Context: an optimization exercise on an open-source flow, tuned for small area. The choices shown serve that exercise and are no tape-out recipe.
Only simulation tests tie the RTL to the original design; equivalence was not proved.
No driver is modelled on the clock port, so clocking that relies on it looks cheaper here than on a real chip.
Power and IR drop assume default switching activity.

===== flow/design.v =====
`timescale 1ns / 1ps
module rp_acq (
    input clk,
    input rst_n,
    input [31:0] gpio_data,
    input [13:0] adc_dat_a_in,
    input ext_trig,
    output [7:0] led_o,
    output [31:0] BRAM_write_address,
    output [31:0] BRAM_write_data,
    output [3:0] BRAM_wren
);
    reg c_st;             
    reg c_prev;           
    reg c_start;          
    reg [23:0] samples;
    reg [23:0] repsn;     
    reg [5:0] hops;       
    always @(posedge clk) begin
        c_prev <= rst_n & gpio_data[31];
        if (!rst_n) begin
            c_st <= 1'b0;
            c_start <= 1'b0;
            samples <= 24'd0;
            repsn <= 24'hffffff;
            hops <= 6'd0;
        end else begin
            c_st <= ~c_st & (gpio_data[31] ^ c_prev);
            c_start <= c_st & (gpio_data[30:24] == 7'b0000001);
            if (c_st && gpio_data[30:25] == 6'b111110) samples <= gpio_data[23:0];
            if (c_st && gpio_data[30:25] == 6'b111111) repsn <= ~gpio_data[23:0];
            if (c_st && gpio_data[30:25] == 6'b111101) hops <= gpio_data[5:0];
        end
    end
    reg [1:0] st;
    reg last_trig;
    reg [2:0] pc;         
    reg [23:0] slat;      
    reg [23:0] rcn;       
    reg [13:0] xr;        
    reg [24:0] widx;      
    wire run = st[1] & st[0];
    wire [25:0] wc;
    wire [24:0] winc;
    assign wc[0] = 1'b1;
    genvar gi;
    generate for (gi = 0; gi < 25; gi = gi + 1) begin : g_winc
        assign winc[gi] = widx[gi] ^ wc[gi];
        assign wc[gi + 1] = widx[gi] & wc[gi];
    end endgenerate
    wire last = (winc[23:0] == slat);
    wire rdc = run & last;
    wire [24:0] rb;
    wire [23:0] rnext;
    assign rb[0] = 1'b1;
    generate for (gi = 0; gi < 24; gi = gi + 1) begin : g_rdec
        assign rnext[gi] = rcn[gi] ^ (rb[gi] & rdc);
        assign rb[gi + 1] = rcn[gi] & rb[gi];
    end endgenerate
    wire pc_last = pc[2] & ~pc[1];
    always @(posedge clk) begin
        if (st == 2'd0) rcn <= repsn;
        else rcn <= rnext;
    end
    always @(posedge clk) begin
        last_trig <= ext_trig;
        if (!rst_n) begin
            st <= 2'd0;
            xr <= 14'd0;
        end else begin
            case (st)
                2'd0: begin
                    if (c_start) st <= 2'd1;
                end
                2'd1: begin
                    pc <= 3'd0;
                    if (&rcn) st <= 2'd0;
                    else if (ext_trig & ~last_trig) st <= 2'd2;
                end
                2'd2: begin
                    pc <= {pc[1:0], ~pc[2]};
                    if (pc_last) begin
                        st <= 2'd3;
                        slat <= samples;
                        xr <= adc_dat_a_in;
                    end
                end
                2'd3: begin
                    xr <= adc_dat_a_in;
                    if (last) begin
                        st <= 2'd1;
                    end
                end
            endcase
        end
    end
    always @(posedge clk) begin
        if (rst_n & run) widx <= winc;
        else widx <= {25{1'b1}};
    end
    reg [5:0] ph;         
    reg [5:0] ph1;        
    wire [13:0] x = {xr[13], ~xr[12:0]};    
    wire [6:0] pcy;
    wire [5:0] pnext;
    assign pcy[0] = 1'b0;
    generate for (gi = 0; gi < 6; gi = gi + 1) begin : g_ph
        assign pnext[gi] = ph[gi] ^ hops[gi] ^ pcy[gi];
        assign pcy[gi + 1] = (ph[gi] & hops[gi]) | (ph[gi] & pcy[gi]) | (hops[gi] & pcy[gi]);
    end endgenerate
    always @(posedge clk) begin
        if (!rst_n) ph <= 6'd0;
        else ph <= pnext;
        ph1 <= ph;
    end
    wire [31:0] pdec;
    genvar gp;
    generate for (gp = 0; gp < 32; gp = gp + 1) begin : g_pdec
        assign pdec[gp] = (ph1[4:0] == gp);
    end endgenerate
    wire [14:0] mag;
    assign mag[0] = |(pdec & 32'hf194b5e4);
    assign mag[1] = |(pdec & 32'ha1f2feec);
    assign mag[2] = |(pdec & 32'ha50a9036);
    assign mag[3] = |(pdec & 32'h2a262db8);
    assign mag[4] = |(pdec & 32'h35d4c484);
    assign mag[5] = |(pdec & 32'h50be33fe);
    assign mag[6] = |(pdec & 32'h42d0851a);
    assign mag[7] = |(pdec & 32'hc7d6b53c);
    assign mag[8] = |(pdec & 32'h3a0afd80);
    assign mag[9] = |(pdec & 32'h5616d22a);
    assign mag[10] = |(pdec & 32'h9b4ee566);
    assign mag[11] = |(pdec & 32'h493ef9b4);
    assign mag[12] = |(pdec & 32'h38fefe38);
    assign mag[13] = |(pdec & 32'h07feffc0);
    assign mag[14] = |(pdec & 32'h00010000);
    wire s = ph1[5];
    wire [14:0] xb = {x, 1'b0};
    wire one0 = xb[1] ^ xb[0];
    wire two0 = (xb[2] & ~xb[1] & ~xb[0]) | (~xb[2] & xb[1] & xb[0]);
    wire neg0 = xb[2] ^ s;
    wire one1 = xb[3] ^ xb[2];
    wire two1 = (xb[4] & ~xb[3] & ~xb[2]) | (~xb[4] & xb[3] & xb[2]);
    wire neg1 = xb[4] ^ s;
    wire one2 = xb[5] ^ xb[4];
    wire two2 = (xb[6] & ~xb[5] & ~xb[4]) | (~xb[6] & xb[5] & xb[4]);
    wire neg2 = xb[6] ^ s;
    wire one3 = xb[7] ^ xb[6];
    wire two3 = (xb[8] & ~xb[7] & ~xb[6]) | (~xb[8] & xb[7] & xb[6]);
    wire neg3 = xb[8] ^ s;
    wire one4 = xb[9] ^ xb[8];
    wire two4 = (xb[10] & ~xb[9] & ~xb[8]) | (~xb[10] & xb[9] & xb[8]);
    wire neg4 = xb[10] ^ s;
    wire one5 = xb[11] ^ xb[10];
    wire two5 = (xb[12] & ~xb[11] & ~xb[10]) | (~xb[12] & xb[11] & xb[10]);
    wire neg5 = xb[12] ^ s;
    wire one6 = xb[13] ^ xb[12];
    wire two6 = (xb[14] & ~xb[13] & ~xb[12]) | (~xb[14] & xb[13] & xb[12]);
    wire neg6 = xb[14] ^ s;
    wire w0 = one0 & mag[0];
    wire w1 = neg0 & ~(one0 & mag[0]);
    wire w2 = ((one0 & mag[1]) | (two0 & mag[0])) ^ neg0;
    wire w3 = ((one0 & mag[2]) | (two0 & mag[1])) ^ neg0;
    wire w4 = ((one0 & mag[3]) | (two0 & mag[2])) ^ neg0;
    wire w5 = ((one0 & mag[4]) | (two0 & mag[3])) ^ neg0;
    wire w6 = ((one0 & mag[5]) | (two0 & mag[4])) ^ neg0;
    wire w7 = ((one0 & mag[6]) | (two0 & mag[5])) ^ neg0;
    wire w8 = ((one0 & mag[7]) | (two0 & mag[6])) ^ neg0;
    wire w9 = ((one0 & mag[8]) | (two0 & mag[7])) ^ neg0;
    wire w10 = ((one0 & mag[9]) | (two0 & mag[8])) ^ neg0;
    wire w11 = ((one0 & mag[10]) | (two0 & mag[9])) ^ neg0;
    wire w12 = ((one0 & mag[11]) | (two0 & mag[10])) ^ neg0;
    wire w13 = ((one0 & mag[12]) | (two0 & mag[11])) ^ neg0;
    wire w14 = ((one0 & mag[13]) | (two0 & mag[12])) ^ neg0;
    wire w15 = ((one0 & mag[14]) | (two0 & mag[13])) ^ neg0;
    wire w16 = ((one0 & 1'b0) | (two0 & mag[14])) ^ neg0;
    wire w17 = ~neg0;
    wire w18 = one1 & mag[0];
    wire w19 = neg1 & ~(one1 & mag[0]);
    wire w20 = ((one1 & mag[1]) | (two1 & mag[0])) ^ neg1;
    wire w21 = ((one1 & mag[2]) | (two1 & mag[1])) ^ neg1;
    wire w22 = ((one1 & mag[3]) | (two1 & mag[2])) ^ neg1;
    wire w23 = ((one1 & mag[4]) | (two1 & mag[3])) ^ neg1;
    wire w24 = ((one1 & mag[5]) | (two1 & mag[4])) ^ neg1;
    wire w25 = ((one1 & mag[6]) | (two1 & mag[5])) ^ neg1;
    wire w26 = ((one1 & mag[7]) | (two1 & mag[6])) ^ neg1;
    wire w27 = ((one1 & mag[8]) | (two1 & mag[7])) ^ neg1;
    wire w28 = ((one1 & mag[9]) | (two1 & mag[8])) ^ neg1;
    wire w29 = ((one1 & mag[10]) | (two1 & mag[9])) ^ neg1;
    wire w30 = ((one1 & mag[11]) | (two1 & mag[10])) ^ neg1;
    wire w31 = ((one1 & mag[12]) | (two1 & mag[11])) ^ neg1;
    wire w32 = ((one1 & mag[13]) | (two1 & mag[12])) ^ neg1;
    wire w33 = ((one1 & mag[14]) | (two1 & mag[13])) ^ neg1;
    wire w34 = ((one1 & 1'b0) | (two1 & mag[14])) ^ neg1;
    wire w35 = ~neg1;
    wire w36 = one2 & mag[0];
    wire w37 = neg2 & ~(one2 & mag[0]);
    wire w38 = ((one2 & mag[1]) | (two2 & mag[0])) ^ neg2;
    wire w39 = ((one2 & mag[2]) | (two2 & mag[1])) ^ neg2;
    wire w40 = ((one2 & mag[3]) | (two2 & mag[2])) ^ neg2;
    wire w41 = ((one2 & mag[4]) | (two2 & mag[3])) ^ neg2;
    wire w42 = ((one2 & mag[5]) | (two2 & mag[4])) ^ neg2;
    wire w43 = ((one2 & mag[6]) | (two2 & mag[5])) ^ neg2;
    wire w44 = ((one2 & mag[7]) | (two2 & mag[6])) ^ neg2;
    wire w45 = ((one2 & mag[8]) | (two2 & mag[7])) ^ neg2;
    wire w46 = ((one2 & mag[9]) | (two2 & mag[8])) ^ neg2;
    wire w47 = ((one2 & mag[10]) | (two2 & mag[9])) ^ neg2;
    wire w48 = ((one2 & mag[11]) | (two2 & mag[10])) ^ neg2;
    wire w49 = ((one2 & mag[12]) | (two2 & mag[11])) ^ neg2;
    wire w50 = ((one2 & mag[13]) | (two2 & mag[12])) ^ neg2;
    wire w51 = ((one2 & mag[14]) | (two2 & mag[13])) ^ neg2;
    wire w52 = ((one2 & 1'b0) | (two2 & mag[14])) ^ neg2;
    wire w53 = ~neg2;
    wire w54 = one3 & mag[0];
    wire w55 = neg3 & ~(one3 & mag[0]);
    wire w56 = ((one3 & mag[1]) | (two3 & mag[0])) ^ neg3;
    wire w57 = ((one3 & mag[2]) | (two3 & mag[1])) ^ neg3;
    wire w58 = ((one3 & mag[3]) | (two3 & mag[2])) ^ neg3;
    wire w59 = ((one3 & mag[4]) | (two3 & mag[3])) ^ neg3;
    wire w60 = ((one3 & mag[5]) | (two3 & mag[4])) ^ neg3;
    wire w61 = ((one3 & mag[6]) | (two3 & mag[5])) ^ neg3;
    wire w62 = ((one3 & mag[7]) | (two3 & mag[6])) ^ neg3;
    wire w63 = ((one3 & mag[8]) | (two3 & mag[7])) ^ neg3;
    wire w64 = ((one3 & mag[9]) | (two3 & mag[8])) ^ neg3;
    wire w65 = ((one3 & mag[10]) | (two3 & mag[9])) ^ neg3;
    wire w66 = ((one3 & mag[11]) | (two3 & mag[10])) ^ neg3;
    wire w67 = ((one3 & mag[12]) | (two3 & mag[11])) ^ neg3;
    wire w68 = ((one3 & mag[13]) | (two3 & mag[12])) ^ neg3;
    wire w69 = ((one3 & mag[14]) | (two3 & mag[13])) ^ neg3;
    wire w70 = ((one3 & 1'b0) | (two3 & mag[14])) ^ neg3;
    wire w71 = ~neg3;
    wire w72 = one4 & mag[0];
    wire w73 = neg4 & ~(one4 & mag[0]);
    wire w74 = ((one4 & mag[1]) | (two4 & mag[0])) ^ neg4;
    wire w75 = ((one4 & mag[2]) | (two4 & mag[1])) ^ neg4;
    wire w76 = ((one4 & mag[3]) | (two4 & mag[2])) ^ neg4;
    wire w77 = ((one4 & mag[4]) | (two4 & mag[3])) ^ neg4;
    wire w78 = ((one4 & mag[5]) | (two4 & mag[4])) ^ neg4;
    wire w79 = ((one4 & mag[6]) | (two4 & mag[5])) ^ neg4;
    wire w80 = ((one4 & mag[7]) | (two4 & mag[6])) ^ neg4;
    wire w81 = ((one4 & mag[8]) | (two4 & mag[7])) ^ neg4;
    wire w82 = ((one4 & mag[9]) | (two4 & mag[8])) ^ neg4;
    wire w83 = ((one4 & mag[10]) | (two4 & mag[9])) ^ neg4;
    wire w84 = ((one4 & mag[11]) | (two4 & mag[10])) ^ neg4;
    wire w85 = ((one4 & mag[12]) | (two4 & mag[11])) ^ neg4;
    wire w86 = ((one4 & mag[13]) | (two4 & mag[12])) ^ neg4;
    wire w87 = ((one4 & mag[14]) | (two4 & mag[13])) ^ neg4;
    wire w88 = ((one4 & 1'b0) | (two4 & mag[14])) ^ neg4;
    wire w89 = ~neg4;
    wire w90 = one5 & mag[0];
    wire w91 = neg5 & ~(one5 & mag[0]);
    wire w92 = ((one5 & mag[1]) | (two5 & mag[0])) ^ neg5;
    wire w93 = ((one5 & mag[2]) | (two5 & mag[1])) ^ neg5;
    wire w94 = ((one5 & mag[3]) | (two5 & mag[2])) ^ neg5;
    wire w95 = ((one5 & mag[4]) | (two5 & mag[3])) ^ neg5;
    wire w96 = ((one5 & mag[5]) | (two5 & mag[4])) ^ neg5;
    wire w97 = ((one5 & mag[6]) | (two5 & mag[5])) ^ neg5;
    wire w98 = ((one5 & mag[7]) | (two5 & mag[6])) ^ neg5;
    wire w99 = ((one5 & mag[8]) | (two5 & mag[7])) ^ neg5;
    wire w100 = ((one5 & mag[9]) | (two5 & mag[8])) ^ neg5;
    wire w101 = ((one5 & mag[10]) | (two5 & mag[9])) ^ neg5;
    wire w102 = ((one5 & mag[11]) | (two5 & mag[10])) ^ neg5;
    wire w103 = ((one5 & mag[12]) | (two5 & mag[11])) ^ neg5;
    wire w104 = ((one5 & mag[13]) | (two5 & mag[12])) ^ neg5;
    wire w105 = ((one5 & mag[14]) | (two5 & mag[13])) ^ neg5;
    wire w106 = ((one5 & 1'b0) | (two5 & mag[14])) ^ neg5;
    wire w107 = ~neg5;
    wire w108 = one6 & mag[0];
    wire w109 = neg6 & ~(one6 & mag[0]);
    wire w110 = ((one6 & mag[1]) | (two6 & mag[0])) ^ neg6;
    wire w111 = ((one6 & mag[2]) | (two6 & mag[1])) ^ neg6;
    wire w112 = ((one6 & mag[3]) | (two6 & mag[2])) ^ neg6;
    wire w113 = ((one6 & mag[4]) | (two6 & mag[3])) ^ neg6;
    wire w114 = ((one6 & mag[5]) | (two6 & mag[4])) ^ neg6;
    wire w115 = ((one6 & mag[6]) | (two6 & mag[5])) ^ neg6;
    wire w116 = ((one6 & mag[7]) | (two6 & mag[6])) ^ neg6;
    wire w117 = ((one6 & mag[8]) | (two6 & mag[7])) ^ neg6;
    wire w118 = ((one6 & mag[9]) | (two6 & mag[8])) ^ neg6;
    wire w119 = ((one6 & mag[10]) | (two6 & mag[9])) ^ neg6;
    wire w120 = ((one6 & mag[11]) | (two6 & mag[10])) ^ neg6;
    wire w121 = ((one6 & mag[12]) | (two6 & mag[11])) ^ neg6;
    wire w122 = ((one6 & mag[13]) | (two6 & mag[12])) ^ neg6;
    wire w123 = ((one6 & mag[14]) | (two6 & mag[13])) ^ neg6;
    wire w124 = ((one6 & 1'b0) | (two6 & mag[14])) ^ neg6;
    wire w125 = ~neg6;
    wire w126 = w12 ^ w28;
    wire w127 = w12 & w28;
    wire w128 = w13 ^ w29 ^ w45;
    wire w129 = (w13 & w29) | (w13 & w45) | (w29 & w45);
    wire w130 = w14 ^ w30 ^ w46;
    wire w131 = (w14 & w30) | (w14 & w46) | (w30 & w46);
    wire w132 = w62 ^ w78;
    wire w133 = w62 & w78;
    wire w134 = w15 ^ w31 ^ w47;
    wire w135 = (w15 & w31) | (w15 & w47) | (w31 & w47);
    wire w136 = w63 ^ w79;
    wire w137 = w63 & w79;
    wire w138 = w16 ^ w32 ^ w48;
    wire w139 = (w16 & w32) | (w16 & w48) | (w32 & w48);
    wire w140 = w64 ^ w80;
    wire w141 = w64 & w80;
    wire w142 = neg0 ^ w33 ^ w49;
    wire w143 = (neg0 & w33) | (neg0 & w49) | (w33 & w49);
    wire w144 = w65 ^ w81;
    wire w145 = w65 & w81;
    wire w146 = neg0 ^ w34 ^ w50;
    wire w147 = (neg0 & w34) | (neg0 & w50) | (w34 & w50);
    wire w148 = w66 ^ w82;
    wire w149 = w66 & w82;
    wire w150 = w17 ^ w35 ^ w51;
    wire w151 = (w17 & w35) | (w17 & w51) | (w35 & w51);
    wire w152 = w67 ^ w83;
    wire w153 = w67 & w83;
    wire w154 = 1'b1 ^ w52 ^ w68;
    wire w155 = (1'b1 & w52) | (1'b1 & w68) | (w52 & w68);
    wire w156 = w8 ^ w24;
    wire w157 = w8 & w24;
    wire w158 = w9 ^ w25 ^ w41;
    wire w159 = (w9 & w25) | (w9 & w41) | (w25 & w41);
    wire w160 = w10 ^ w26 ^ w42;
    wire w161 = (w10 & w26) | (w10 & w42) | (w26 & w42);
    wire w162 = w58 ^ w73;
    wire w163 = w58 & w73;
    wire w164 = w11 ^ w27 ^ w43;
    wire w165 = (w11 & w27) | (w11 & w43) | (w27 & w43);
    wire w166 = w59 ^ w75 ^ w90;
    wire w167 = (w59 & w75) | (w59 & w90) | (w75 & w90);
    wire w168 = w44 ^ w60 ^ w76;
    wire w169 = (w44 & w60) | (w44 & w76) | (w60 & w76);
    wire w170 = w91 ^ w92 ^ w126;
    wire w171 = (w91 & w92) | (w91 & w126) | (w92 & w126);
    wire w172 = w61 ^ w77 ^ w93;
    wire w173 = (w61 & w77) | (w61 & w93) | (w77 & w93);
    wire w174 = w108 ^ w127 ^ w128;
    wire w175 = (w108 & w127) | (w108 & w128) | (w127 & w128);
    wire w176 = w94 ^ w109 ^ w110;
    wire w177 = (w94 & w109) | (w94 & w110) | (w109 & w110);
    wire w178 = w132 ^ w129 ^ w130;
    wire w179 = (w132 & w129) | (w132 & w130) | (w129 & w130);
    wire w180 = w95 ^ w111 ^ w133;
    wire w181 = (w95 & w111) | (w95 & w133) | (w111 & w133);
    wire w182 = w136 ^ w131 ^ w134;
    wire w183 = (w136 & w131) | (w136 & w134) | (w131 & w134);
    wire w184 = w96 ^ w112 ^ w137;
    wire w185 = (w96 & w112) | (w96 & w137) | (w112 & w137);
    wire w186 = w140 ^ w135 ^ w138;
    wire w187 = (w140 & w135) | (w140 & w138) | (w135 & w138);
    wire w188 = w97 ^ w113 ^ w141;
    wire w189 = (w97 & w113) | (w97 & w141) | (w113 & w141);
    wire w190 = w144 ^ w139 ^ w142;
    wire w191 = (w144 & w139) | (w144 & w142) | (w139 & w142);
    wire w192 = w98 ^ w114 ^ w145;
    wire w193 = (w98 & w114) | (w98 & w145) | (w114 & w145);
    wire w194 = w148 ^ w143 ^ w146;
    wire w195 = (w148 & w143) | (w148 & w146) | (w143 & w146);
    wire w196 = w99 ^ w115 ^ w149;
    wire w197 = (w99 & w115) | (w99 & w149) | (w115 & w149);
    wire w198 = w152 ^ w147 ^ w150;
    wire w199 = (w152 & w147) | (w152 & w150) | (w147 & w150);
    wire w200 = w84 ^ w100 ^ w116;
    wire w201 = (w84 & w100) | (w84 & w116) | (w100 & w116);
    wire w202 = w153 ^ w151 ^ w154;
    wire w203 = (w153 & w151) | (w153 & w154) | (w151 & w154);
    wire w204 = w53 ^ w69 ^ w85;
    wire w205 = (w53 & w69) | (w53 & w85) | (w69 & w85);
    wire w206 = w101 ^ w117 ^ w155;
    wire w207 = (w101 & w117) | (w101 & w155) | (w117 & w155);
    wire w208 = 1'b1 ^ w70 ^ w86;
    wire w209 = (1'b1 & w70) | (1'b1 & w86) | (w70 & w86);
    wire w210 = w102 ^ w118;
    wire w211 = w102 & w118;
    wire w212 = w71 ^ w87 ^ w103;
    wire w213 = (w71 & w87) | (w71 & w103) | (w87 & w103);
    wire w214 = 1'b1 ^ w88;
    wire w215 = 1'b1 & w88;
    wire w216 = w6 ^ w22;
    wire w217 = w6 & w22;
    wire w218 = w7 ^ w23 ^ w39;
    wire w219 = (w7 & w23) | (w7 & w39) | (w23 & w39);
    wire w220 = w40 ^ w55 ^ w56;
    wire w221 = (w40 & w55) | (w40 & w56) | (w55 & w56);
    wire w222 = w57 ^ w72 ^ w157;
    wire w223 = (w57 & w72) | (w57 & w157) | (w72 & w157);
    wire w224 = w74 ^ w162 ^ w159;
    wire w225 = (w74 & w162) | (w74 & w159) | (w162 & w159);
    wire w226 = w163 ^ w161 ^ w164;
    wire w227 = (w163 & w161) | (w163 & w164) | (w161 & w164);
    wire w228 = w165 ^ w167 ^ w168;
    wire w229 = (w165 & w167) | (w165 & w168) | (w167 & w168);
    wire w230 = w169 ^ w172 ^ w171;
    wire w231 = (w169 & w172) | (w169 & w171) | (w172 & w171);
    wire w232 = w173 ^ w176 ^ w175;
    wire w233 = (w173 & w176) | (w173 & w175) | (w176 & w175);
    wire w234 = w177 ^ w180 ^ w179;
    wire w235 = (w177 & w180) | (w177 & w179) | (w180 & w179);
    wire w236 = w181 ^ w184 ^ w183;
    wire w237 = (w181 & w184) | (w181 & w183) | (w184 & w183);
    wire w238 = w185 ^ w188 ^ w187;
    wire w239 = (w185 & w188) | (w185 & w187) | (w188 & w187);
    wire w240 = w189 ^ w192 ^ w191;
    wire w241 = (w189 & w192) | (w189 & w191) | (w192 & w191);
    wire w242 = w193 ^ w196 ^ w195;
    wire w243 = (w193 & w196) | (w193 & w195) | (w196 & w195);
    wire w244 = w200 ^ w197 ^ w199;
    wire w245 = (w200 & w197) | (w200 & w199) | (w197 & w199);
    wire w246 = w201 ^ w204 ^ w203;
    wire w247 = (w201 & w204) | (w201 & w203) | (w204 & w203);
    wire w248 = w210 ^ w205 ^ w208;
    wire w249 = (w210 & w205) | (w210 & w208) | (w205 & w208);
    wire w250 = w119 ^ w211 ^ w209;
    wire w251 = (w119 & w211) | (w119 & w209) | (w211 & w209);
    wire w252 = w104 ^ w120 ^ w214;
    wire w253 = (w104 & w120) | (w104 & w214) | (w120 & w214);
    wire w254 = w89 ^ w105 ^ w121;
    wire w255 = (w89 & w105) | (w89 & w121) | (w105 & w121);
    wire w256 = 1'b1 ^ w106;
    wire w257 = 1'b1 & w106;
    wire w258 = w4 ^ w19;
    wire w259 = w4 & w19;
    wire w260 = w5 ^ w21 ^ w36;
    wire w261 = (w5 & w21) | (w5 & w36) | (w21 & w36);
    wire w262 = w37 ^ w38 ^ w216;
    wire w263 = (w37 & w38) | (w37 & w216) | (w38 & w216);
    wire w264 = w54 ^ w217 ^ w218;
    wire w265 = (w54 & w217) | (w54 & w218) | (w217 & w218);
    wire w266 = w156 ^ w219 ^ w220;
    wire w267 = (w156 & w219) | (w156 & w220) | (w219 & w220);
    wire w268 = w221 ^ w158 ^ w222;
    wire w269 = (w221 & w158) | (w221 & w222) | (w158 & w222);
    wire w270 = w160 ^ w223 ^ w224;
    wire w271 = (w160 & w223) | (w160 & w224) | (w223 & w224);
    wire w272 = w166 ^ w225 ^ w226;
    wire w273 = (w166 & w225) | (w166 & w226) | (w225 & w226);
    wire w274 = w170 ^ w227 ^ w228;
    wire w275 = (w170 & w227) | (w170 & w228) | (w227 & w228);
    wire w276 = w229 ^ w174 ^ w230;
    wire w277 = (w229 & w174) | (w229 & w230) | (w174 & w230);
    wire w278 = w178 ^ w231 ^ w232;
    wire w279 = (w178 & w231) | (w178 & w232) | (w231 & w232);
    wire w280 = w182 ^ w233 ^ w234;
    wire w281 = (w182 & w233) | (w182 & w234) | (w233 & w234);
    wire w282 = w186 ^ w235 ^ w236;
    wire w283 = (w186 & w235) | (w186 & w236) | (w235 & w236);
    wire w284 = w190 ^ w237 ^ w238;
    wire w285 = (w190 & w237) | (w190 & w238) | (w237 & w238);
    wire w286 = w194 ^ w239 ^ w240;
    wire w287 = (w194 & w239) | (w194 & w240) | (w239 & w240);
    wire w288 = w198 ^ w241 ^ w242;
    wire w289 = (w198 & w241) | (w198 & w242) | (w241 & w242);
    wire w290 = w202 ^ w243 ^ w244;
    wire w291 = (w202 & w243) | (w202 & w244) | (w243 & w244);
    wire w292 = w206 ^ w245 ^ w246;
    wire w293 = (w206 & w245) | (w206 & w246) | (w245 & w246);
    wire w294 = w207 ^ w248 ^ w247;
    wire w295 = (w207 & w248) | (w207 & w247) | (w248 & w247);
    wire w296 = w212 ^ w249 ^ w250;
    wire w297 = (w212 & w249) | (w212 & w250) | (w249 & w250);
    wire w298 = w213 ^ w252 ^ w251;
    wire w299 = (w213 & w252) | (w213 & w251) | (w252 & w251);
    wire w300 = w215 ^ w254 ^ w253;
    wire w301 = (w215 & w254) | (w215 & w253) | (w254 & w253);
    wire w302 = w122 ^ w256 ^ w255;
    wire w303 = (w122 & w256) | (w122 & w255) | (w256 & w255);
    wire w304 = w107 ^ w123 ^ w257;
    wire w305 = (w107 & w123) | (w107 & w257) | (w123 & w257);
    wire w306 = 1'b1 ^ w124;
    wire w307 = 1'b1 & w124;
    wire w308 = w1 ^ w2;
    wire w309 = w1 & w2;
    wire w310 = w3 ^ w18 ^ w309;
    wire w311 = (w3 & w18) | (w3 & w309) | (w18 & w309);
    wire w312 = w20 ^ w258 ^ w311;
    wire w313 = (w20 & w258) | (w20 & w311) | (w258 & w311);
    wire w314 = w259 ^ w260 ^ w313;
    wire w315 = (w259 & w260) | (w259 & w313) | (w260 & w313);
    wire w316 = w261 ^ w262 ^ w315;
    wire w317 = (w261 & w262) | (w261 & w315) | (w262 & w315);
    wire w318 = w263 ^ w264 ^ w317;
    wire w319 = (w263 & w264) | (w263 & w317) | (w264 & w317);
    wire w320 = w265 ^ w266 ^ w319;
    wire w321 = (w265 & w266) | (w265 & w319) | (w266 & w319);
    wire w322 = w267 ^ w268 ^ w321;
    wire w323 = (w267 & w268) | (w267 & w321) | (w268 & w321);
    wire w324 = w269 ^ w270;
    wire w325 = w269 & w270;
    wire w326 = w271 ^ w272 ^ w325;
    wire w327 = (w271 & w272) | (w271 & w325) | (w272 & w325);
    wire w328 = w273 ^ w274 ^ w327;
    wire w329 = (w273 & w274) | (w273 & w327) | (w274 & w327);
    wire w330 = w275 ^ w276 ^ w329;
    wire w331 = (w275 & w276) | (w275 & w329) | (w276 & w329);
    wire w332 = w277 ^ w278 ^ w331;
    wire w333 = (w277 & w278) | (w277 & w331) | (w278 & w331);
    wire w334 = w324 ^ w323;
    wire w335 = w323 & w324;
    wire w336 = w326 ^ w335;
    wire w337 = w324 & w326;
    wire w338 = w323 & w337;
    wire w339 = w328 ^ w338;
    wire w340 = w337 & w328;
    wire w341 = w323 & w340;
    wire w342 = w330 ^ w341;
    wire w343 = w340 & w330;
    wire w344 = w323 & w343;
    wire w345 = w332 ^ w344;
    wire w346 = w343 & w332;
    wire w347 = w323 & w346;
    wire w348 = w333 | w347;
    wire w349 = w279 ^ w280;
    wire w350 = w279 & w280;
    wire w351 = w281 ^ w282 ^ w350;
    wire w352 = (w281 & w282) | (w281 & w350) | (w282 & w350);
    wire w353 = w283 ^ w284 ^ w352;
    wire w354 = (w283 & w284) | (w283 & w352) | (w284 & w352);
    wire w355 = w285 ^ w286 ^ w354;
    wire w356 = (w285 & w286) | (w285 & w354) | (w286 & w354);
    wire w357 = w287 ^ w288 ^ w356;
    wire w358 = (w287 & w288) | (w287 & w356) | (w288 & w356);
    wire w359 = w349 ^ w348;
    wire w360 = w348 & w349;
    wire w361 = w351 ^ w360;
    wire w362 = w349 & w351;
    wire w363 = w348 & w362;
    wire w364 = w353 ^ w363;
    wire w365 = w362 & w353;
    wire w366 = w348 & w365;
    wire w367 = w355 ^ w366;
    wire w368 = w365 & w355;
    wire w369 = w348 & w368;
    wire w370 = w357 ^ w369;
    wire w371 = w368 & w357;
    wire w372 = w348 & w371;
    wire w373 = w358 | w372;
    wire w374 = w289 ^ w290;
    wire w375 = w289 & w290;
    wire w376 = w291 ^ w292 ^ w375;
    wire w377 = (w291 & w292) | (w291 & w375) | (w292 & w375);
    wire w378 = w293 ^ w294 ^ w377;
    wire w379 = (w293 & w294) | (w293 & w377) | (w294 & w377);
    wire w380 = w296 ^ w295 ^ w379;
    wire w381 = (w296 & w295) | (w296 & w379) | (w295 & w379);
    wire w382 = w297 ^ w298 ^ w381;
    wire w383 = (w297 & w298) | (w297 & w381) | (w298 & w381);
    wire w384 = w374 ^ w373;
    wire w385 = w373 & w374;
    wire w386 = w376 ^ w385;
    wire w387 = w374 & w376;
    wire w388 = w373 & w387;
    wire w389 = w378 ^ w388;
    wire w390 = w387 & w378;
    wire w391 = w373 & w390;
    wire w392 = w380 ^ w391;
    wire w393 = w390 & w380;
    wire w394 = w373 & w393;
    wire w395 = w382 ^ w394;
    wire w396 = w393 & w382;
    wire w397 = w373 & w396;
    wire w398 = w383 | w397;
    wire w399 = w300 ^ w299;
    wire w400 = w300 & w299;
    wire w401 = w302 ^ w301 ^ w400;
    wire w402 = (w302 & w301) | (w302 & w400) | (w301 & w400);
    wire w403 = w304 ^ w303 ^ w402;
    wire w404 = (w304 & w303) | (w304 & w402) | (w303 & w402);
    wire w405 = w306 ^ w305 ^ w404;
    wire w406 = (w306 & w305) | (w306 & w404) | (w305 & w404);
    wire w407 = w125 ^ w307 ^ w406;
    wire w408 = (w125 & w307) | (w125 & w406) | (w307 & w406);
    wire w409 = w399 ^ w398;
    wire w410 = w398 & w399;
    wire w411 = w401 ^ w410;
    wire w412 = w399 & w401;
    wire w413 = w398 & w412;
    wire w414 = w403 ^ w413;
    wire w415 = w412 & w403;
    wire w416 = w398 & w415;
    wire w417 = w405 ^ w416;
    wire w418 = w415 & w405;
    wire w419 = w398 & w418;
    wire w420 = w407 ^ w419;
    wire w421 = w418 & w407;
    wire [28:0] pm = {w420, w417, w414, w411, w409, w395, w392, w389, w386, w384, w370, w367, w364, w361, w359, w345, w342, w339, w336, w334, w322, w320, w318, w316, w314, w312, w310, w308, w0};
    reg [28:0] prod;
    always @(posedge clk) prod <= pm;
    assign led_o = {6'd0, st};
    assign BRAM_wren = {4{run}};
    assign BRAM_write_address = {{5{widx[24]}}, widx, 2'b00};
    assign BRAM_write_data = {{3{prod[28]}}, prod};
endmodule

===== flow/flow/run.sh =====
#!/bin/bash
# Own layout flow: the standard synthesis, then the combinational logic
# between the standard synthesis's registers and adder cells is re-mapped for
# area with ABC (registers, full and half adders and tie cells are kept as
# they are), then the standard layout with a minimum-size buffer on every
# port.  Each tool writes its full output to a log file in this folder.
set -euo pipefail
W=$PWD
F=$W/flow
R=$W/orfs/results/${FLOW_PLATFORM}/rp_acq/base
YOSYS=${FLOW_HOME}/../tools/install/yosys/bin/yosys
[ -x "$YOSYS" ] || YOSYS=yosys
LIB=${FLOW_HOME}/platforms/${FLOW_PLATFORM}/lib/sky130_fd_sc_hd__tt_025C_1v80.lib

bash standard.sh synth > $W/log_1_standard_synth.log 2>&1
cp $R/1_2_yosys.v $W/standard_synth.v

python3 $F/reopt.py $W/standard_synth.v $W/reopt_in.v > $W/log_2_reopt_py.log 2>&1
bash $F/reopt.sh $W/reopt_in.v $W/reopt_out.v $W > $W/log_3_reopt.log 2>&1
cp $W/reopt_out.v $R/1_2_yosys.v

CTS="-sink_clustering_enable -repair_clock_nets -dont_use_dummy_load -buf_list sky130_fd_sc_hd__clkbuf_8 -sink_clustering_size 20 -sink_clustering_max_diameter 40"
MK=(BUFFER_PORTS_ARGS="-buffer_cell sky130_fd_sc_hd__buf_1" CTS_ARGS="$CTS")
bash standard.sh "${MK[@]}" cts > $W/log_4_standard_to_cts.log 2>&1
CTS_ODB=$R/4_cts.odb CTS_BIG=16 CTS_SMALL=8 openroad -no_init -exit $F/cts_resize.tcl > $W/log_5_cts_resize.log 2>&1
bash standard.sh "${MK[@]}" finish > $W/log_6_standard_layout.log 2>&1

===== flow/flow/cts_resize.tcl =====
# Size each clock tree buffer by the number of flip-flop clock pins it
# drives, so no clock pin sees a slow edge, then re-legalize the placement.
read_db $::env(CTS_ODB)
set block [ord::get_db_block]
set db [ord::get_db]
proc master {name} { return [[ord::get_db] findMaster $name] }
set changed 0
foreach inst [$block getInsts] {
  set m [[$inst getMaster] getName]
  if {![string match "sky130_fd_sc_hd__clkbuf_*" $m]} { continue }
  set out [$inst findITerm X]
  if {$out == "NULL"} { continue }
  set net [$out getNet]
  if {$net == "NULL" || [$net getSigType] != "CLOCK"} { continue }
  set ff 0
  set bufs 0
  foreach it [$net getITerms] {
    if {[$it isOutputSignal]} { continue }
    set mm [[$it getInst] getMaster]
    if {[string match "*clkbuf*" [$mm getName]]} { incr bufs } else { incr ff }
  }
  if {$bufs > 0} { continue }
  if {$ff >= $::env(CTS_BIG)} {
    set want sky130_fd_sc_hd__clkbuf_16
  } elseif {$ff <= $::env(CTS_SMALL)} {
    set want sky130_fd_sc_hd__clkbuf_4
  } else {
    set want sky130_fd_sc_hd__clkbuf_8
  }
  if {$want != $m} {
    puts "[$inst getName]: $ff flip-flops, $m -> $want"
    $inst swapMaster [master $want]
    incr changed
  }
}
puts "clock buffers resized: $changed"
detailed_placement
check_placement -verbose
write_db $::env(CTS_ODB)

===== flow/flow/libfunc.py =====
"""Read combinational cell functions from the sky130hd liberty file and turn
an ABC-mapped gate netlist into Verilog assign statements."""
import re

def lib_functions(path):
    txt = open(path).read()
    funcs = {}
    for m in re.finditer(r'\n\s*cell\s*\(\s*"?(\w+)"?\s*\)\s*\{', txt):
        name = m.group(1)
        start = m.end()
        nxt = txt.find('\n    cell (', start)
        body = txt[start:nxt if nxt > 0 else len(txt)]
        outs = {}
        for pm in re.finditer(r'pin\s*\(\s*"?(\w+)"?\s*\)\s*\{', body):
            pb = body[pm.end():pm.end() + 4000]
            d = re.search(r'direction\s*:\s*"?(\w+)"?', pb)
            f = re.search(r'function\s*:\s*"([^"]*)"', pb)
            if d and d.group(1) == 'output' and f:
                outs[pm.group(1)] = f.group(1)
        if outs:
            funcs[name] = outs
    return funcs

def to_verilog_expr(f, pins):
    # liberty: ! not, & or space and, | or + or, ^ xor
    e = f.replace('!', '~').replace('+', '|')
    e = re.sub(r'\)\s+\(', ')&(', e)
    e = re.sub(r'(\w)\s+(\w)', r'\1&\2', e)
    e = re.sub(r'(\w)\s+\(', r'\1&(', e)
    e = re.sub(r'\)\s+(\w)', r')&\1', e)
    e = re.sub(r'\b([A-Z]\w*)\b', lambda m: '(%s)' % pins[m.group(1)] if m.group(1) in pins else m.group(0), e)
    return e

import subprocess, os, tempfile
ABC = '/OpenROAD-flow-scripts/tools/install/yosys/bin/yosys-abc'
LIB = '/OpenROAD-flow-scripts/flow/platforms/sky130hd/lib/sky130_fd_sc_hd__tt_025C_1v80.lib'
DONT = ['sky130_fd_sc_hd__probe_p_8', 'sky130_fd_sc_hd__probec_p_8']

def abc_map(blif_text, script, prefix):
    """Optimize and map a BLIF with ABC; return (verilog assign lines, area)."""
    d = tempfile.mkdtemp()
    fi = os.path.join(d, 'in.blif'); fo = os.path.join(d, 'out.blif')
    open(fi, 'w').write(blif_text)
    cmd = 'read_lib -w %s; read %s; %s; print_stats; write_blif %s' % (LIB, fi, script, fo)
    r = subprocess.run([ABC, '-c', cmd], capture_output=True, text=True)
    area = re.findall(r'area\s*=\s*([0-9.]+)', r.stdout)
    funcs = lib_functions(LIB)
    lines = []
    txt = open(fo).read().replace('\\\n', ' ')
    n = 0
    for ln in txt.split('\n'):
        ln = ln.strip()
        if ln.startswith('.gate'):
            parts = ln.split()[1:]
            cell = parts[0]
            pins = dict(p.split('=') for p in parts[1:])
            outs = funcs[cell]
            for op, f in outs.items():
                if op in pins:
                    lines.append('    assign %s = %s;' % (pins[op], to_verilog_expr(f, pins)))
        elif ln.startswith('.names'):
            parts = ln.split()[1:]
            lines.append(('NAMES', parts))
    # handle .names (constants / buffers) simply
    out = []
    tl = txt.split('\n')
    i = 0
    while i < len(tl):
        ln = tl[i].strip()
        if ln.startswith('.names'):
            parts = ln.split()[1:]
            rows = []
            i += 1
            while i < len(tl) and tl[i].strip() and not tl[i].strip().startswith('.'):
                rows.append(tl[i].strip()); i += 1
            if len(parts) == 1:
                out.append("    assign %s = 1'b%d;" % (parts[0], 1 if rows and rows[0] == '1' else 0))
            elif len(parts) == 2 and rows in (['1 1'],):
                out.append('    assign %s = %s;' % (parts[1], parts[0]))
            elif len(parts) == 2 and rows in (['0 1'],):
                out.append('    assign %s = ~%s;' % (parts[1], parts[0]))
            else:
                raise Exception('names %s %s' % (parts, rows))
            continue
        i += 1
    return [l for l in lines if not isinstance(l, tuple)] + out, float(area[-1]) if area else None

===== flow/flow/reopt.py =====
#!/usr/bin/env python3
"""Prepare a mapped sky130 netlist (flat, one module) for re-mapping its
combinational logic: single-output combinational cells become assign
statements; flip-flops, full/half adders and tie cells stay as instances.
Full adders with two or three inverted inputs are flipped
(FA(~a,~b,~c) = ~FA(a,b,c)), so the inverters can cancel; half adders with
an unused output become a plain gate.
usage: reopt.py in.v out.v"""
import re, sys
sys.path.insert(0, __file__.rsplit('/', 1)[0])
import libfunc

KEEP = re.compile(r'sky130_fd_sc_hd__(fa|ha|dfxtp|edfxtp|dfrtp|conb|dfstp|sdf|edf)')
INV = re.compile(r'sky130_fd_sc_hd__(inv|clkinv)_\d+$')

def esc(n):
    return n + ' ' if n.startswith('\\') else n

def main(fi, fo):
    net = open(fi).read()
    funcs = libfunc.lib_functions(libfunc.LIB)
    m = re.search(r'module\s+(\w+)\s*\((.*?)\);(.*)endmodule', net, re.S)
    top, ports, body = m.group(1), m.group(2), m.group(3)
    stmts = [s.strip() for s in body.split(';') if s.strip()]
    cells = []   # [type, name, pins dict] or None for plain statements
    other = []
    for s in stmts:
        mi = re.match(r'(sky130_fd_sc_hd__\w+)\s+(\S+)\s*\((.*)\)$', s, re.S)
        if mi:
            pins = dict((a, b.strip()) for a, b in re.findall(r'\.(\w+)\(([^()]*)\)', mi.group(3)))
            cells.append([mi.group(1), mi.group(2), pins])
        else:
            other.append(s)
    outpins = ('X', 'Y', 'Q', 'Q_N', 'SUM', 'COUT', 'HI', 'LO')
    use = {}
    for t, n, p in cells:
        for k, v in p.items():
            if k not in outpins and v:
                use[v] = use.get(v, 0) + 1
    for s in other:
        if s.startswith('assign'):
            rhs = s.split('=', 1)[1]
            for v in re.findall(r'(\\\S+|[A-Za-z_][\w$]*(?:\s*\[\d+\])?)', rhs):
                v = v.strip()
                use[v] = use.get(v, 0) + 1
    inv_of = {}
    for t, n, p in cells:
        if INV.match(t):
            inv_of[p['Y']] = p['A']
    extra = []
    wires = []
    cnt = [0]
    def newnet():
        cnt[0] += 1
        w = 'reopt_n%d' % cnt[0]
        wires.append(w)
        return w
    # Choose a polarity for every full adder (flipped: it gets complemented
    # inputs and gives complemented outputs) to need as few inverters as
    # possible.  A net's value is traced back through inverters to a base
    # net; a base driven by other logic is taken to be free in either
    # polarity, one driven by a flip-flop or half adder is true only.
    drv = {}
    for i, (t, n, p) in enumerate(cells):
        for k, v in p.items():
            if k in outpins and v:
                drv[v] = i
    def base(v):
        r = 0
        while v in inv_of:
            v = inv_of[v]; r ^= 1
        return v, r
    fas = [i for i, c in enumerate(cells) if re.match(r'sky130_fd_sc_hd__fa_\d', c[0])]
    fa_idx = dict((i, j) for j, i in enumerate(fas))
    pol = [0] * len(fas)
    # requirements: base -> list of (kind, fa index or None, parity)
    req = {}
    for i, (t, n, p) in enumerate(cells):
        if INV.match(t):
            continue
        generic = not KEEP.match(t)
        for k, v in p.items():
            if k in outpins or not v:
                continue
            b, r = base(v)
            if i in fa_idx:
                req.setdefault(b, []).append((fa_idx[i], r))
            elif not generic:
                req.setdefault(b, []).append((None, r))
    for s_ in other:
        if s_.startswith('assign'):
            rhs = s_.split('=', 1)[1].strip()
            b, r = base(rhs)
            req.setdefault(b, []).append((None, r))
    def src_pol(b):
        j = drv.get(b)
        if j is None:
            return 0
        if j in fa_idx:
            return ('fa', fa_idx[j])
        if KEEP.match(cells[j][0]):
            return 0
        return None   # generic logic: free
    bases = list(req.keys())
    bsrc = dict((b, src_pol(b)) for b in bases)
    def cost_of(b):
        sp = bsrc[b]
        if sp is None:
            return 0
        have = pol[sp[1]] if isinstance(sp, tuple) else 0
        need = set((r ^ (pol[j] if j is not None else 0)) for j, r in req[b])
        return 1 if any(x != have for x in need) else 0
    touch = {}
    for b in bases:
        sp = bsrc[b]
        if isinstance(sp, tuple):
            touch.setdefault(sp[1], set()).add(b)
        for j, r in req[b]:
            if j is not None:
                touch.setdefault(j, set()).add(b)
    improved = True
    rounds = 0
    while improved and rounds < 50:
        improved = False
        rounds += 1
        for j in range(len(fas)):
            bs = touch.get(j, ())
            before = sum(cost_of(b) for b in bs)
            pol[j] ^= 1
            after = sum(cost_of(b) for b in bs)
            if after < before:
                improved = True
            else:
                pol[j] ^= 1
    flips = 0
    for j, i in enumerate(fas):
        if not pol[j]:
            continue
        flips += 1
        t, n, p = cells[i]
        new = []
        for k in ('A', 'B', 'CIN'):
            w = newnet()
            extra.append('assign %s = ~%s;' % (w, esc(p[k])))
            p[k] = w
        for k in ('SUM', 'COUT'):
            o = p.get(k, '')
            if o:
                w = newnet()
                extra.append('assign %s = ~%s;' % (esc(o), w))
                p[k] = w
    out = ['module %s(%s);' % (top, ports)]
    for s in other:
        out.append('  ' + s + ' ;')
    for w in wires:
        out.append('  wire %s;' % w)
    ha_fixed = 0
    for t, n, p in cells:
        if re.match(r'sky130_fd_sc_hd__ha_\d', t):
            s_, c_ = p.get('SUM', ''), p.get('COUT', '')
            if not s_ or use.get(s_, 0) == 0:
                out.append('  assign %s = %s & %s;' % (esc(c_), esc(p['A']), esc(p['B'])))
                ha_fixed += 1
                continue
            if not c_ or use.get(c_, 0) == 0:
                out.append('  assign %s = %s ^ %s;' % (esc(s_), esc(p['A']), esc(p['B'])))
                ha_fixed += 1
                continue
        if KEEP.match(t):
            out.append('  %s %s (%s);' % (t, n, ', '.join('.%s(%s)' % (k, esc(v)) for k, v in p.items())))
            continue
        pe = dict((k, esc(v)) for k, v in p.items())
        for op, f in funcs[t].items():
            if op in p and p[op]:
                out.append('  assign %s = %s;' % (pe[op], libfunc.to_verilog_expr(f, pe)))
    for s in extra:
        out.append('  ' + s)
    out.append('endmodule')
    open(fo, 'w').write('\n'.join(out) + '\n')
    print('full adders flipped: %d, half adders made plain gates: %d' % (flips, ha_fixed))

if __name__ == '__main__':
    main(sys.argv[1], sys.argv[2])

===== flow/flow/reopt.sh =====
#!/bin/bash
# Re-map the combinational logic of $1 (prepared by reopt.py) with several
# ABC scripts in parallel (deepsyn is randomized: several seeds) and keep the
# smallest result as $2.  Each run's full output goes to a log in $3.
set -uo pipefail
IN=$1; OUT=$2; LOGDIR=$3
F=$(cd "$(dirname "$0")" && pwd)
YOSYS=${FLOW_HOME}/../tools/install/yosys/bin/yosys
[ -x "$YOSYS" ] || YOSYS=yosys
LIB=${FLOW_HOME}/platforms/${FLOW_PLATFORM}/lib/sky130_fd_sc_hd__tt_025C_1v80.lib
T=${REOPT_SECONDS:-90}
N=${REOPT_SEEDS:-6}
scripts=("strash; &get -n; &dch -f; &nf -a -R 1000; &put")
for s in $(seq 1 $N); do
  scripts+=("strash; &get -n; &deepsyn -T $T -S $s; &dch -f; &nf -a -R 1000; &put")
done
pids=()
for i in "${!scripts[@]}"; do
  d=$LOGDIR/reopt_$i; mkdir -p $d
  echo "${scripts[$i]}" | tr ';' '\n' | sed 's/^ *//' > $d/script.abc
  ( $YOSYS -p "read_liberty -lib $LIB; read_verilog $IN; hierarchy -top ${FLOW_TOP}; opt -purge; techmap; opt -fast; abc -liberty $LIB -dont_use *probe* -dont_use *lpflow* -script $d/script.abc; opt_clean -purge; setundef -zero; hilomap -singleton -hicell sky130_fd_sc_hd__conb_1 HI -locell sky130_fd_sc_hd__conb_1 LO; splitnets; opt_clean -purge; check; tee -o $d/stat.txt stat -liberty $LIB; write_verilog -noattr -nohex -nodec $d/out.v" > $LOGDIR/log_3_reopt_run$i.log 2>&1 ) &
  pids+=($!)
done
for p in "${pids[@]}"; do wait $p || true; done
best=""; bestA=""
for i in "${!scripts[@]}"; do
  d=$LOGDIR/reopt_$i
  a=$(grep "Chip area" $d/stat.txt 2>/dev/null | awk '{print $NF}')
  [ -n "$a" ] && [ -s $d/out.v ] || continue
  echo "run $i: area $a: ${scripts[$i]}"
  if [ -z "$bestA" ] || awk "BEGIN{exit !($a < $bestA)}"; then best=$i; bestA=$a; fi
done
echo "kept run $best, area $bestA"
cp $LOGDIR/reopt_$best/out.v $OUT

===== flow/standard.sh =====
#!/bin/bash
# synth_recipe.tcl (not shown) runs the flow's synth.tcl, then flattens the netlist and writes it again
# the make line also repeats each setting of config.mk as NAME=value (left out here)
make -C /OpenROAD-flow-scripts/flow DESIGN_CONFIG=/design/flow/config.mk WORK_HOME=/design/flow/orfs CLKGATE_MAP_FILE= SYNTH_SCRIPT=/design/flow/synth_recipe.tcl "${@:-finish}"

===== flow/config.mk =====
export PLATFORM = sky130hd
export DESIGN_NAME = rp_acq
export DESIGN_NICKNAME = rp_acq
export VERILOG_FILES = /design/flow/design.v
export SDC_FILE = /design/flow/constraint.sdc
export NUM_CORES = 8
export LEC_CHECK = 0
export ABC_AREA = 1
export CAP_MARGIN = 10
export CORE_MARGIN = 2
export CORE_UTILIZATION = 40
export GPL_TIMING_DRIVEN = 0
export SLEW_MARGIN = 10

===== flow/constraint.sdc =====
create_clock -name core_clock -period 8.0 [get_ports {clk}]
set_input_delay 1.6000 -clock core_clock [delete_from_list [all_inputs] [get_ports {clk}]]
set_output_delay 1.6000 -clock core_clock [all_outputs]
set_load 0.01 [all_outputs]

==> results of run 1 <==
## critical path, delay by kind of cell, from the launching register on
kind	cells	cell delay [ps]
xor gates and xnor gates	2	280
buffers and inverters	2	260
DFF	1	400
and+or+nand+nor	9	1660
AOI/OAI and AO/OA	7	1660
adders and majority gates	8	3490
## through the flow
step | total power, W | std cells
2_1_floorplan | 0.004361 | 1099
3_3_place_gp | 0.005009 | 1593
3_5_place_dp | 0.005153 | 1609
4_1_cts | 0.006051 | 1649
5_1_grt | 0.007039 | 1666
6_report | 0.006319 | 1666
## area by class of cell
class / instances / area, sq um / area share (%)
flip-flops and latches: 191 / 4113 / 30.53
clock buffers: 17 / 242.7 / 1.802
inverters: 65 / 250.2 / 1.858
well taps: 378 / 473.0 / 3.511
multi-input cells: 843 / 7477 / 55.51
repair buffers: 172 / 914.6 / 6.790
## report_power, final
group	internal, W	total (W)	switching [W]
Clock	0.000200	0.000505	0.000306
Sequential	0.00125	0.00135	0.000105
Combinational	0.00219	0.00446	0.00227
Total	0.00364	0.00632	0.00268
## state kept, by name, summed over array words and instances, names as in the netlist
signal     flops
st             2
rcn           24
c_st           1
widx          25
slat          24
prod          29
hops           6
samples       24
repsn         24
pc             3
xr            14
ph1            6
c_start        1
last_trig      1
ph             6
c_prev         1
## worst paths after layout
check                   startpoint          endpoint  slack, ps  depth (start not counted)
hold / removal    ph[0]$_SDFF_PN0_    ph1[0]$_DFF_P_        360                          0
setup / recovery    ph1[2]$_DFF_P_  prod[28]$_DFF_P_        160                         28
setup reg to reg    ph1[2]$_DFF_P_  prod[28]$_DFF_P_        160                         28
hold reg to reg   ph[0]$_SDFF_PN0_    ph1[0]$_DFF_P_        360                          0
## metal layers
layer | global-route usage [%] | vias to the layer above | share of wire, %
li1 | - | 4291 | -
met5 | 0 | - | 0
met3 | 3.333 | 45 | 5.2
met1 | 26.82 | 4391 | 47
met2 | 29.77 | 278 | 46
met4 | 6.109 | 0 | 2.0
## what timing repair did
action | 4_1_cts | 5_1_grt
setup endpoints to repair | 11 | 11
cloned | 0 | 0
gates resized for setup | 21 | 43
setup buffers | 23 | 17
pin swaps | 16 | 42
==> flow_summary.yaml, run 1 <==
routing:
  routedWlPerCell_um: 16.93
  vias: 9005
  drcViolationCount: 0
  firstDrtPassIters: 5
  wirelength_um: 28210
  drt_first_iter_violations: 703
  viasPerCell: 5.405
  ant_nets: 0
timing:
  fin_crit_ps: 7843
  final_hold_viol_count: 0
  post-route-period-util_pct: 98.04
  fin_ws_ps: 157.1
  holdWs_ps: 355.2
  rsz0062_at_grt: "true"
  finalMaxSlewViolations: 0
  setup_viol_count_final: 0
  max-slew-margin-rel_pct: 11.46
  fmax_mhz: 127.5
  worstMarginPinSlew_ps: 1324
  clock_skew_ps: 47.15
  fin_setup_tns_ps: 0
die:
  die_h_um: 173.4
  floorplan.rows: 61
  core_area_sq_mm: 0.02801
  die_w_um: 173.4
  ios: 125
  dieArea_sq_mm: 0.03005
  start_util_pct: 40.96
clock_network:
  cts_buffer_depth: 2
  cts.clk_slew.worst_paths_ps: 80
  clkLatencyLatePin_ps: 490
  root_buffer: "clkbuf_8"
  tritoncts: "yes"
  cts.sinks: 191
  hold_buffers: 0
  htree_levels: 4
  numCtsBuffers: 17
global_routing:
  grt_pass1_vias: 8873
  grt_max_degree: 49
  grt_pass1_wl_um: 46100
  track_usage_pct: 19.04
  grt.overflow.total: 0
  antenna_found_initial: 0
cells_and_area:
  fin_util_pct: 48.09
  layout_commonest_cell: "dfxtp_1"
  fill_cells: 2649
  mostFrequentLayoutCells: "159 x dfxtp_1, 115 x buf_1, 93 x a22oi_1"
  num_antenna_cells: 0
  drive_above_1_share_pct: 11.41
  nNetsFinal: 1486
  synthToLayoutAreaGrowth_pct: 17.42
  postLayoutCellArea_sq_mm: 0.01347
critical_path:
  cp_slowest_stage_delay_ps: 560
  worstPathRequired_ps: 8350
  cp_max_fo: 9
  slowest_stage: "fa_1"
  worstPathArrival_ps: 8190
  cp_common_cell: "fa_2"
  startpoint_type: "flip-flop"
  end_kind: "flip-flop"
  critical_path_class: "reg2reg"
flow_run:
  cap_violations: 0
yosys:
  syn_area_sq_mm: 0.01147
  syn_area_per_cell_sq_um: 10.51
  synthCells: 1092
  yosys_warnings: 1
placement:
  gp_congestion: 0.8837
  hpwl_um: 21040
  port-buffer-count: 116
  dpl_cell_area_sq_mm: 0.01269
  place_ws_ps: -1163
pwr:
  ir_worst_vdd_v: 0.0005076
  p_leak_nw: 4.902
  power_density_mw_per_mm2: 469.1
run_status:
  status: "timing/DRC/antenna clean"
min_path:
  hold_class: "reg2reg"
==> inputs of run 2 (changes only) <==
--- a/flow/flow/run.sh
+++ b/flow/flow/run.sh
@@ -24,3 +24,3 @@
 bash standard.sh "${MK[@]}" cts > $W/log_4_standard_to_cts.log 2>&1
-CTS_ODB=$R/4_cts.odb CTS_BIG=16 CTS_SMALL=8 openroad -no_init -exit $F/cts_resize.tcl > $W/log_5_cts_resize.log 2>&1
+CTS_ODB=$R/4_cts.odb CTS_BIG=13 CTS_SMALL=8 openroad -no_init -exit $F/cts_resize.tcl > $W/log_5_cts_resize.log 2>&1
 bash standard.sh "${MK[@]}" finish > $W/log_6_standard_layout.log 2>&1
==> flow_summary.yaml, run 2 <==
run_status:
  status: "timing/DRC/antenna clean"
global_routing:
  antenna_found_initial: 0
  grt_pass1_wl_um: 46170
  grt_pass1_vias: 8887
  grt_max_degree: 49
  track_usage_pct: 19.06
  grt.overflow.total: 0
cells_and_area:
  layout_commonest_cell: "dfxtp_1"
  top_register: "prod"
  num_antenna_cells: 0
  reg.largest.list: "prod x29, widx x25"
  fin_util_pct: 48.24
  postLayoutCellArea_sq_mm: 0.01351
  largest_reg_flops: 29
  nNetsFinal: 1486
  mostFrequentLayoutCells: "159 x dfxtp_1, 115 x buf_1, 93 x a22oi_1"
  drive_above_1_share_pct: 11.34
  synthToLayoutAreaGrowth_pct: 17.79
routing:
  firstDrtPassIters: 8
  vias: 9036
  ant_nets: 0
  wirelength_um: 28320
  viasPerCell: 5.424
  drt_first_iter_violations: 628
  drcViolationCount: 0
  routedWlPerCell_um: 17.00
die:
  die_w_um: 173.4
  die_h_um: 173.4
  start_util_pct: 40.96
  core_area_sq_mm: 0.02801
  dieArea_sq_mm: 0.03005
  floorplan.rows: 61
  ios: 125
placement:
  dpl_cell_area_sq_mm: 0.01269
  place_ws_ps: -1163
  hpwl_um: 21040
  gp_congestion: 0.8837
  port-buffer-count: 116
clock_network:
  cts.clk_slew.worst_paths_ps: 80
  root_buffer: "clkbuf_8"
  hold_buffers: 0
  tritoncts: "yes"
  clkLatencyLatePin_ps: 510
  numCtsBuffers: 17
  cts.sinks: 191
  cts_buffer_depth: 2
  htree_levels: 4
timing:
  clock_skew_ps: 47.09
  max-slew-margin-rel_pct: 9.307
  final_hold_viol_count: 0
  fmax_mhz: 127.3
  fin_crit_ps: 7856
  worstMarginPinSlew_ps: 1356
  fin_ws_ps: 143.6
  post-route-period-util_pct: 98.21
  rsz0062_at_grt: "true"
  fin_setup_tns_ps: 0
  setup_viol_count_final: 0
  finalMaxSlewViolations: 0
pwr:
  ir_worst_vdd_v: 0.0005073
  power_density_mw_per_mm2: 471.7
  p_leak_nw: 4.923
critical_path:
  end_kind: "flip-flop"
  critPathBufInv: 2
  cp_slowest_stage_delay_ps: 560
  startpoint_type: "flip-flop"
  worstPathRequired_ps: 8370
  critPathTopFamily: "adder cells"
  cp_common_cell: "fa_2"
  cp_max_fo: 9
  worstPathArrival_ps: 8230
  critical_path_class: "reg2reg"
  slowest_stage: "fa_1"
min_path:
  hold_class: "reg2reg"
yosys:
  yosys_warnings: 1
  syn_area_per_cell_sq_um: 10.51
  synthCells: 1092
  syn_area_sq_mm: 0.01147
flow_run:
  cap_violations: 0
==> run 2: per-layer routing <==
metal / GRT usage (%) / share of wire [%] / vias up / wire length, um
met1: 26.84 / 46 / 4391 / 13110
li1: - / - / 4300 / -
met2: 29.87 / 46 / 304 / 13060
met5: 0 / 0 / - / 0
met3: 3.268 / 5.7 / 41 / 1621
met4: 6.109 / 1.9 / 0 / 534
==> run 2: power by group <==
part	internal (W)	leakage (nW)	switching (W)
Clock	0.000242	0.148	0.000311
Sequential	0.00125	1.60	0.000105
Combinational	0.00220	3.17	0.00228
Total	0.00368	4.92	0.00269
==> run 2: worst paths after layout <==
kind | from | end | slack, ps | cells past startpoint
worst max-delay path | ph1[2]$_DFF_P_ | prod[28]$_DFF_P_ | 140 | 28
worst min-delay path | ph[0]$_SDFF_PN0_ | ph1[0]$_DFF_P_ | 360 | 0
worst max register to register | ph1[2]$_DFF_P_ | prod[28]$_DFF_P_ | 140 | 28
worst min register to register | ph[0]$_SDFF_PN0_ | ph1[0]$_DFF_P_ | 360 | 0
==> run 2: final cells by class <==
| class | count | area, sq um |
|---|---|---|
| Fill cell | 2648 | 14500 |
| Multi-Input combinational cell | 843 | 7475 |
| Sequential cell | 191 | 4113 |
| Timing Repair Buffer | 172 | 914.6 |
| Tap cell | 378 | 473.0 |
| Clock buffer | 17 | 287.8 |
| Inverter | 65 | 250.2 |
==> run 2: worst reg2reg max path, delay by kind of cell, from the launching register on <==
kind            cells  cell delay [ps]
fa+ha+maj           8             3490
simple gates        9             1670
compound gates      7             1670
flops               1              400
xor+xnor            2              280
buf+inv             2              250
==> run 2: stage by stage <==
step | hold slack, ps | power (W) | cells
after floorplan | 334.5 | 0.004361 | 1099
after global placement | 349.8 | 0.005009 | 1593
after detailed placement | 358.6 | 0.005153 | 1609
after CTS | 361.6 | 0.006051 | 1649
after global routing | 355.6 | 0.007087 | 1666
final | 355.0 | 0.006374 | 1666
==> run 2: timing repair <==
| action | CTS | global route |
|---|---|---|
| buffers inserted | 23 | 17 |
| gates resized for setup | 21 | 42 |
| endpoints found under the hold margin | 0 | 0 |
| setup endpoints to repair | 11 | 11 |
| pin swaps | 16 | 42 |
==> inputs of run 3 (changes only) <==
--- a/flow/flow/run.sh
+++ b/flow/flow/run.sh
@@ -24,3 +24,3 @@
 bash standard.sh "${MK[@]}" cts > $W/log_4_standard_to_cts.log 2>&1
-CTS_ODB=$R/4_cts.odb CTS_BIG=13 CTS_SMALL=8 openroad -no_init -exit $F/cts_resize.tcl > $W/log_5_cts_resize.log 2>&1
+CTS_ODB=$R/4_cts.odb CTS_BIG=50 CTS_SMALL=25 openroad -no_init -exit $F/cts_resize.tcl > $W/log_5_cts_resize.log 2>&1
 bash standard.sh "${MK[@]}" finish > $W/log_6_standard_layout.log 2>&1
--- a/flow/flow/cts_resize.tcl
+++ b/flow/flow/cts_resize.tcl
@@ -16,3 +16,8 @@
   set bufs 0
+  set xs {}
+  set ys {}
   foreach it [$net getITerms] {
+    set bb [[$it getInst] getBBox]
+    lappend xs [$bb xMin]
+    lappend ys [$bb yMin]
     if {[$it isOutputSignal]} { continue }
@@ -22,5 +27,9 @@
   if {$bufs > 0} { continue }
-  if {$ff >= $::env(CTS_BIG)} {
+  # estimated load in fF: about 2 fF per clock pin and 0.25 fF per um of
+  # the pins' half perimeter
+  set hpwl [expr {([tcl::mathfunc::max {*}$xs] - [tcl::mathfunc::min {*}$xs] + [tcl::mathfunc::max {*}$ys] - [tcl::mathfunc::min {*}$ys]) / 1000.0}]
+  set load [expr {2.0 * $ff + 0.25 * $hpwl}]
+  if {$load > $::env(CTS_BIG)} {
     set want sky130_fd_sc_hd__clkbuf_16
-  } elseif {$ff <= $::env(CTS_SMALL)} {
+  } elseif {$load <= $::env(CTS_SMALL)} {
     set want sky130_fd_sc_hd__clkbuf_4
@@ -30,3 +39,3 @@
   if {$want != $m} {
-    puts "[$inst getName]: $ff flip-flops, $m -> $want"
+    puts "[$inst getName]: $ff flip-flops, load about $load fF, $m -> $want"
     $inst swapMaster [master $want]
--- a/flow/config.mk
+++ b/flow/config.mk
@@ -12,2 +12,3 @@
 export GPL_TIMING_DRIVEN = 0
+export SETUP_SLACK_MARGIN = 0.1
 export SLEW_MARGIN = 10
==> flow_summary.yaml, run 3 <==
run_status:
  status: "timing/DRC/antenna clean"
placement:
  place_ws_ps: -1136
  port-buffer-count: 116
  gp_congestion: 0.8435
  hpwl_um: 20970
flow_run:
  cap_violations: 0
critical_path:
  rr_endpoint: "prod[28]$_DFF_P_"
  critPathTopFamily: "adder cells"
  cp_max_fo: 5
  cp_common_cell: "fa_2"
  rrSetupSlack_ps: 290
  startpoint_type: "flip-flop"
  worstPathArrival_ps: 8050
  slowest_stage: "fa_1"
  worstPathRequired_ps: 8350
  rr_startpoint: "ph1[2]$_DFF_P_"
  r2r_cells: 31
  end_kind: "flip-flop"
  critPathBufInv: 4
  cp_slowest_stage_delay_ps: 520
  critical_path_class: "reg2reg"
cells_and_area:
  fin_util_pct: 48.51
  drive_above_1_share_pct: 12.27
  synthToLayoutAreaGrowth_pct: 18.43
  layout_commonest_cell: "dfxtp_1"
  fill_cells: 2686
  largest_reg_flops: 29
  reg.largest.list: "prod x29, widx x25"
  num_antenna_cells: 0
  mostFrequentLayoutCells: "159 x dfxtp_1, 115 x buf_1, 93 x a22oi_1"
  top_register: "prod"
  nNetsFinal: 1494
global_routing:
  use_met1_pct: 28.53
  track_usage_pct: 19.36
  gr-usage-met2_pct: 29.63
  grt_busiest_layer: "met2"
  grt_pass1_wl_um: 46820
  met3_usage_pct: 2.982
  grt.overflow.total: 0
  grt_pass1_vias: 8692
  antenna_found_initial: 0
  grt_max_degree: 49
routing:
  drt_first_iter_violations: 691
  wirelength_um: 28420
  ant_nets: 0
  firstDrtPassIters: 5
  vias: 8997
  drcViolationCount: 0
  viasPerCell: 5.375
  routedWlPerCell_um: 16.98
min_path:
  hold_depth: 0
  hold_end: "ph1[5]$_DFF_P_"
  worstHoldStart: "ph[5]$_SDFF_PN0_"
  hold_class: "reg2reg"
timing:
  post-route-period-util_pct: 96.35
  worstMarginPinSlew_ps: 1241
  clock_skew_ps: 29.16
  fmax_mhz: 129.7
  fin_ws_ps: 292.1
  fin_crit_ps: 7708
  final_hold_viol_count: 0
  setup_viol_count_final: 0
  finalMaxSlewViolations: 0
  max-slew-margin-rel_pct: 17.08
  rsz0062_at_grt: "true"
die:
  dieArea_sq_mm: 0.03005
  die_w_um: 173.4
  ios: 125
  start_util_pct: 40.96
  die_h_um: 173.4
  core_area_sq_mm: 0.02801
  floorplan.rows: 61
yosys:
  synthCells: 1092
  syn_area_sq_mm: 0.01147
  syn_area_per_cell_sq_um: 10.51
  yosys_warnings: 1
pwr:
  finalPower_w: 0.006549
  ir_worst_vdd_v: 0.0005103
  p_leak_nw: 4.959
  power_density_mw_per_mm2: 482.0
clock_network:
  clkLatencyLatePin_ps: 480
  numCtsBuffers: 17
  cts.sinks: 191
  tritoncts: "yes"
  cts.clk_slew.worst_paths_ps: 90
  root_buffer: "clkbuf_8"
  cts_buffer_depth: 2
  htree_levels: 4
## run 3: routing by layer
metal  vias up  wire, um
met2       246     12990
met3        33      1239
met1      4399     13770
met4         0       425
li1       4319         -
met5         -         0
## run 3: final cells by class
| class | instances | area (sq um) | area share (%) |
|---|---|---|---|
| multi-input cells | 843 | 7492 | 55.14 |
| flip-flops and latches | 191 | 4113 | 30.27 |
| repair buffers | 180 | 993.5 | 7.312 |
| well taps | 378 | 473.0 | 3.481 |
| clock buffers | 17 | 267.8 | 1.971 |
| inverters | 65 | 247.7 | 1.823 |
## run 3: repair_timing
item,in CTS,in global routing
hold buffers,0,0
gates resized for setup,26,41
pin swaps,22,43
buffers inserted,26,22
setup endpoints to repair,12,13
## run 3: stage by stage
step / hold WS, ps / instances / TNS, ps / area (sq um)
2_1_floorplan: 334.5 / 1099 / 0 / 11550
3_3_place_gp: 352.6 / 1593 / -8523 / 12460
3_5_place_dp: 359.5 / 1609 / -7142 / 12700
4_1_cts: 370.3 / 1652 / 0 / 13220
5_1_grt: 377.9 / 1674 / -6.640 / 13590
6_report: 367.0 / 1674 / 0 / 13590
## run 3: where the power goes
group	switching [W]	total (W)	internal (W)
sequential	0.000107	0.00135	0.00125
combinational	0.00231	0.00466	0.00236
clock	0.000311	0.000531	0.000221
## run 3: worst max path at each step
stage / startpoint / to / slack, ps / depth (start not counted)
floorplan: ph1[3]$_DFF_P_ / prod[28]$_DFF_P_ / 120 / 29
global placement: ph1[0]$_DFF_P_ / prod[28]$_DFF_P_ / -1270 / 27
detailed placement: ph1[0]$_DFF_P_ / prod[28]$_DFF_P_ / -1140 / 29
CTS: ph1[3]$_DFF_P_ / prod[28]$_DFF_P_ / 100 / 29
global route: ph1[2]$_DFF_P_ / prod[28]$_DFF_P_ / -7 / 31
finish: ph1[2]$_DFF_P_ / prod[28]$_DFF_P_ / 290 / 31
## run 3: worst register-to-register path, delay by kind of cell, from the launching register on
| kind | cells | cell delay (ps) |
|---|---|---|
| flops | 1 | 390 |
| compound gates | 7 | 1610 |
| buf+inv | 4 | 320 |
| simple gates | 9 | 1580 |
| xor+xnor | 2 | 270 |
| fa+ha+maj | 9 | 3450 |

separate check: timing with driven ports:
How much do the figures lean on ideal ports? The routed layouts below were timed once more, with nothing changed but the port constraints. Step 1 assumes that a clkbuf_16 drives the clock port and a buf_2 every other input. Step 2 adds t to the input delays and takes it off the output delays; t is the mean of the earliest and latest rising clock arrival at the registers after step 1. Input paths then give back, and output paths get back, about the clock's delay inside the block. Slacks: no drivers / after step 1 / after step 2; pairs: no drivers / after step 1.
| run | t, ns | slack for setup (ns) | worst setup path after step 2 |
|---|---|---|---|
| run 1 | 0.512 | 0.157 / 0.157 / 0.157 | register to register |
| run 2 | 0.534 | 0.144 / 0.144 / 0.144 | register to register |
| run 3 | 0.499 | 0.292 / 0.292 / 0.292 | register to register |
After both steps setup and hold are still met in every run listed.
